This is an optimization exercise on Yosys and OpenROAD, whose aim is small area, not a production implementation. The RTL was checked by simulation tests, not by an equivalence proof against the original design. The clock input has no modelled driver; a real chip could not lean on it and would need a root buffer or a full tree. No activity file was given, so power comes from the tool's default toggle rates.

rev 12:
==> module Elevator, before the edit <==
module Elevator(input CLK,
                input RST,
                input [1:0] mode,
                input [3:0] request,
                output [3:0] currentFloor1,
                output [3:0] currentFloor2,
                output doorOpen1,
                output doorOpen2,
                output [3:0] listingLeds,
                output listBusy,
                output reg state);
reg  [31:0] poolv;
reg  [4:0]  lj;
reg  [3:0]  floor1, floor2;
wire [3:0] pool [0:9];
wire [7:0] nz;
wire [7:0] m;
genvar g;
generate for (g = 0; g < 8; g = g + 1) begin : g_slot
  assign pool[g] = poolv[4*g +: 4];
  assign nz[g] = (pool[g] != 4'd0);
  assign m[g]  = (pool[g] == request);
end endgenerate
assign pool[8] = 4'd0;
assign pool[9] = 4'd0;
assign currentFloor1 = floor1;
assign currentFloor2 = floor2;
assign doorOpen1 = ~state | ~nz[0];
assign doorOpen2 = ~state | ~nz[1];
wire [7:0] lp = {lj[3] & ~lj[2], lj[2] & ~lj[1], lj[1] & ~lj[0], lj[4] & lj[0],
                 lj[3] & ~lj[4], lj[2] & ~lj[3], lj[1] & ~lj[2], lj[0] & ~lj[1]};
wire lb = lj[0] | lj[3];
assign listBusy = lb;
reg [3:0] leds;
integer q;
always @* begin
  leds = 4'd0;
  for (q = 0; q < 8; q = q + 1)
    leds = leds | ({4{lp[q]}} & pool[q]);
end
assign listingLeds = leds;
wire idle = ~state;
wire work = state | (mode == 2'd3);
wire add  = idle & (mode == 2'd0) & ~|m & ~nz[7];
wire del  = idle & (mode == 2'd2) & (request != 4'd0);
wire lst  = idle & (mode == 2'd1);
wire [7:0] s;
assign s[0] = m[0];
generate for (g = 1; g < 8; g = g + 1) begin : g_pre
  assign s[g] = s[g-1] | m[g];
end endgenerate
wire delok = del & s[7];
wire [7:0] w;
assign w[0] = ~nz[0];
generate for (g = 1; g < 8; g = g + 1) begin : g_w
  assign w[g] = ~nz[g] & nz[g-1];
end endgenerate
wire r1 = state & ~nz[0];
wire r2 = state & ~nz[1];
wire [3:0] e1 = r1 ? pool[2] : pool[0];
wire [3:0] e2 = r2 ? (r1 ? pool[3] : pool[2]) : pool[1];
wire sh2 = r1 & r2;
wire sh1 = r1 ^ r2;
wire [4:0] d1 = {1'b0, e1} - {1'b0, floor1};
wire [4:0] d2 = {1'b0, e2} - {1'b0, floor2};
wire up1 = ~d1[4] & (d1[3:0] != 4'd0);
wire up2 = ~d2[4] & (d2[3:0] != 4'd0);
wire dn1 = d1[4] & (e1 != 4'd0);
wire dn2 = d2[4] & (e2 != 4'd0);
wire [3:0] nf1 = floor1 + {dn1, dn1, dn1, up1 | dn1};
wire [3:0] nf2 = floor2 + {dn2, dn2, dn2, up2 | dn2};
wire adj1 = (d1 == 5'd0) | (d1 == 5'd1) | (d1 == 5'h1f) | (e1 == 4'd0);
wire adj2 = (d2 == 5'd0) | (d2 == 5'd1) | (d2 == 5'h1f) | (e2 == 4'd0);
wire [3:0] nt1 = adj1 ? 4'd0 : e1;
wire [3:0] nt2 = adj2 ? 4'd0 : e2;
wire head_nz = sh2 ? nz[4] : sh1 ? nz[3] : nz[2];
wire nstate = ~adj1 | ~adj2 | head_nz;
wire ladv = |({lp[6:0], ~lb} & nz);
wire [4:0] ljn = ladv ? {lj[3:0], ~lj[4]} : 5'd0;
wire [31:0] poolnx;
generate for (g = 0; g < 8; g = g + 1) begin : g_next
  wire [3:0] wk = (g == 0) ? nt1 :
                  (g == 1) ? nt2 :
                  sh2 ? pool[g+2] : sh1 ? pool[g+1] : pool[g];
  wire [3:0] ik = (add & w[g]) ? request :
                  (delok & s[g]) ? pool[g+1] : pool[g];
  assign poolnx[4*g +: 4] = work ? wk : ik;
end endgenerate
always @(posedge CLK) begin
  if (RST) begin
    poolv <= 32'd0;
    lj <= 5'd0;
    floor1 <= 4'd1;
    floor2 <= 4'd1;
    state <= 1'b0;
  end else begin
    poolv <= poolnx;
    if (work) begin
      floor1 <= nf1;
      floor2 <= nf2;
      state <= nstate;
      lj <= 5'd0;
    end else if (add | delok) begin
      lj <= 5'd0;
    end else if (lst) begin
      lj <= ljn;
    end
  end
end
endmodule
Settings: LEC_CHECK=0, CAP_MARGIN=20, CORE_MARGIN=2, CORE_UTILIZATION=70, GPL_TIMING_DRIVEN=0, PLACE_DENSITY=0.85, SLEW_MARGIN=20; clock period 10.0 ns.
standard.sh (not shown) runs the stock make flow with config.mk's settings and CLKGATE_MAP_FILE= SYNTH_SCRIPT=/design/flow/synth_recipe.tcl, a recipe that flattens the netlist after the stock synthesis.
==> flow/flow/run.sh <==
#!/bin/bash
# Own flow:
#  1. the standard synthesis (standard.sh synth);
#  2. its combinational logic re-mapped for area with ABC, keeping every
#     flip-flop instance, name and cell (resynth.tcl; several ABC scripts are
#     tried and the smallest netlist is kept);
#  3. the standard layout from floorplan on, with buf_1 port buffers,
#     no large buffers for repair_design (resize_dont_use.tcl) and a
#     one-level clock tree built by hand before CTS (cts_manual.tcl).
# Each tool's output goes to a log file of its own in this folder.
set -euo pipefail
W=$(pwd)
F=$W/flow
YOSYS=$FLOW_HOME/../tools/install/yosys/bin/yosys
[ -x "$YOSYS" ] || YOSYS=yosys
R=$W/orfs/results/$FLOW_PLATFORM/Elevator/base
LIB=$FLOW_HOME/platforms/$FLOW_PLATFORM/lib/sky130_fd_sc_hd__tt_025C_1v80.lib

bash standard.sh synth > $W/log_std_synth.log 2>&1
cp $R/1_2_yosys.v $W/std_1_2_yosys.v

scripts="b1 b3 e2 e2s5 e2s7 e2s8 e2s9 b3s3"
run_batch() {
  local pids=()
  for s in "$@"; do
    ( cd $W && FLOW_TOP=$FLOW_TOP LIBERTY=$LIB IN_V=$W/std_1_2_yosys.v ABC_SCRIPT=$F/$s.abc \
        OUT_V=$W/rs_$s.v OUT_STAT=$W/rs_$s.stat \
        timeout 900 $YOSYS -c $F/resynth.tcl > $W/log_resynth_$s.log 2>&1 ) &
    pids+=($!)
  done
  for p in "${pids[@]}"; do wait $p || true; done
}
run_batch b1 b3 e2 e2s5
run_batch e2s7 e2s8 e2s9 b3s3

best=""; besta=""
for s in $scripts; do
  [ -s $W/rs_$s.v ] && [ -s $W/rs_$s.stat ] || continue
  a=$(grep 'Chip area' $W/rs_$s.stat | awk '{print $NF}')
  [ -n "$a" ] || continue
  if [ -z "$besta" ] || awk "BEGIN{exit !($a < $besta)}"; then best=$s; besta=$a; fi
done
echo "resynth choice: ${best:-none} ${besta:-}" > $W/log_choice.log
if [ -n "$best" ]; then
  cp $W/rs_$best.v $R/1_2_yosys.v
  rm -f $R/1_synth.odb $R/1_synth.sdc
fi

export BUFFER_PORTS_ARGS="-buffer_cell sky130_fd_sc_hd__buf_1"
export PRE_CTS_TCL=$F/cts_manual.tcl
export MANUAL_CTS_SLEW=0.110
export PRE_RESIZE_TCL=$F/resize_dont_use.tcl
bash standard.sh finish "BUFFER_PORTS_ARGS=$BUFFER_PORTS_ARGS" "PRE_CTS_TCL=$PRE_CTS_TCL" "PRE_RESIZE_TCL=$PRE_RESIZE_TCL" > $W/log_std_finish.log 2>&1
Other scripts of this flow, unchanged in this note and not shown: flow/flow/b1.abc, flow/flow/b3.abc, flow/flow/b3s3.abc, flow/flow/cts_manual.tcl, flow/flow/e2.abc, flow/flow/e2s5.abc, flow/flow/e2s7.abc, flow/flow/e2s8.abc, flow/flow/e2s9.abc, flow/flow/resize_dont_use.tcl, flow/flow/resynth.tcl
--- input diff rev 12..rev 13 ---
-- flow/design.v --
<<< rev 12, line 12
                output reg state);
reg  [31:0] poolv;
reg  [4:0]  lj;
reg  [3:0]  floor1, floor2;
wire [3:0] pool [0:9];
>>> rev 13, line 12
                output reg state);
reg  [31:0] poolv;
reg        lb;
reg  [2:0]  lk;
reg  [3:0]  floor1, floor2;
wire [3:0] pool [0:9];
<<< rev 12, line 29
assign doorOpen1 = ~state | ~nz[0];
assign doorOpen2 = ~state | ~nz[1];
wire [7:0] lp = {lj[3] & ~lj[2], lj[2] & ~lj[1], lj[1] & ~lj[0], lj[4] & lj[0],
                 lj[3] & ~lj[4], lj[2] & ~lj[3], lj[1] & ~lj[2], lj[0] & ~lj[1]};
wire lb = lj[0] | lj[3];
assign listBusy = lb;
reg [3:0] leds;
integer q;
always @* begin
  leds = 4'd0;
  for (q = 0; q < 8; q = q + 1)
    leds = leds | ({4{lp[q]}} & pool[q]);
end
assign listingLeds = leds;
wire idle = ~state;
wire work = state | (mode == 2'd3);
>>> rev 13, line 30
assign doorOpen1 = ~state | ~nz[0];
assign doorOpen2 = ~state | ~nz[1];
assign listBusy = lb;
assign listingLeds = lb ? pool[lk] : 4'd0;
wire idle = ~state;
wire work = state | (mode == 2'd3);
<<< rev 12, line 77
wire head_nz = sh2 ? nz[4] : sh1 ? nz[3] : nz[2];
wire nstate = ~adj1 | ~adj2 | head_nz;
wire ladv = |({lp[6:0], ~lb} & nz);
wire [4:0] ljn = ladv ? {lj[3:0], ~lj[4]} : 5'd0;
wire [31:0] poolnx;
generate for (g = 0; g < 8; g = g + 1) begin : g_next
>>> rev 13, line 68
wire head_nz = sh2 ? nz[4] : sh1 ? nz[3] : nz[2];
wire nstate = ~adj1 | ~adj2 | head_nz;
wire [2:0] ln = lb ? lk + 3'd1 : 3'd0;
wire lnb = nz[ln] & ~(lb & (lk == 3'd7));
wire [31:0] poolnx;
generate for (g = 0; g < 8; g = g + 1) begin : g_next
<<< rev 12, line 91
  if (RST) begin
    poolv <= 32'd0;
    lj <= 5'd0;
    floor1 <= 4'd1;
    floor2 <= 4'd1;
>>> rev 13, line 82
  if (RST) begin
    poolv <= 32'd0;
    lb <= 1'b0;
    floor1 <= 4'd1;
    floor2 <= 4'd1;
<<< rev 12, line 101
      floor2 <= nf2;
      state <= nstate;
      lj <= 5'd0;
    end else if (add | delok) begin
      lj <= 5'd0;
    end else if (lst) begin
      lj <= ljn;
    end
  end
>>> rev 13, line 92
      floor2 <= nf2;
      state <= nstate;
      lb <= 1'b0;
    end else if (add | delok) begin
      lb <= 1'b0;
    end else if (lst) begin
      lb <= lnb;
      lk <= ln;
    end
  end
Findings:
Rev 13 ran to completion and came out clean on the timing, DRC and antenna checks. There was hardly any difference in floorplan die area between rev 13 and rev 12. Rev 13 vs. rev 12: detail-routed via count per cell now larger; combinational power went up. Between rev 13 and rev 12, the insertion delay of the later-clocked pin in the worst-skew pair figures differ only marginally. Comparing rev 13 and rev 12, the higher total stage count of the critical path is on rev 13. Taking rev 12 as the reference, in rev 13 weighted congestion reported at the end of routability-driven placement went down; transition time at the pin with the least slew margin went up. Rev 12 → rev 13: sequential group share of total power decreased by 14 points relative to the old numbers; utilization of the core after routing level.
No run of this note takes its clock network from TritonCTS; it comes from the design's own scripts or RTL.

-- port drivers added, routing unchanged --
The results above use ideal ports. As a check the final layouts listed here were re-extracted and re-timed, cells and wires unchanged. Step 1 sets driving cells, clkbuf_16 on the clock port and buf_2 on the other inputs (assumed; they add their load-dependent delay and slew). Step 2, shift: input delay + t, output delay - t, t = (earliest + latest rising clock arrival at the registers) / 2. This alone moves slack from input paths to output paths. a / b / c = no drivers / after step 1 / after step 2; a / b = the first two.
run | shift t [ns] | slack for setup (ns) | worst hold slack (ns) | worst setup path at the end | worst slew at a driven data input, ns
rev 12 | 0.208 | 3.840 / 3.863 / 3.656 | 0.538 / 0.538 / 0.538 | input to register | 0.03
rev 13 | 0.201 | 3.514 / 3.541 / 3.341 | 0.576 / 0.576 / 0.576 | input to register | 0.03
After both steps setup and hold are still met in every run listed. For rev 12, which loses most, drivers alone change the setup slack by +0.023 ns; drivers and shift together by -0.184 ns.
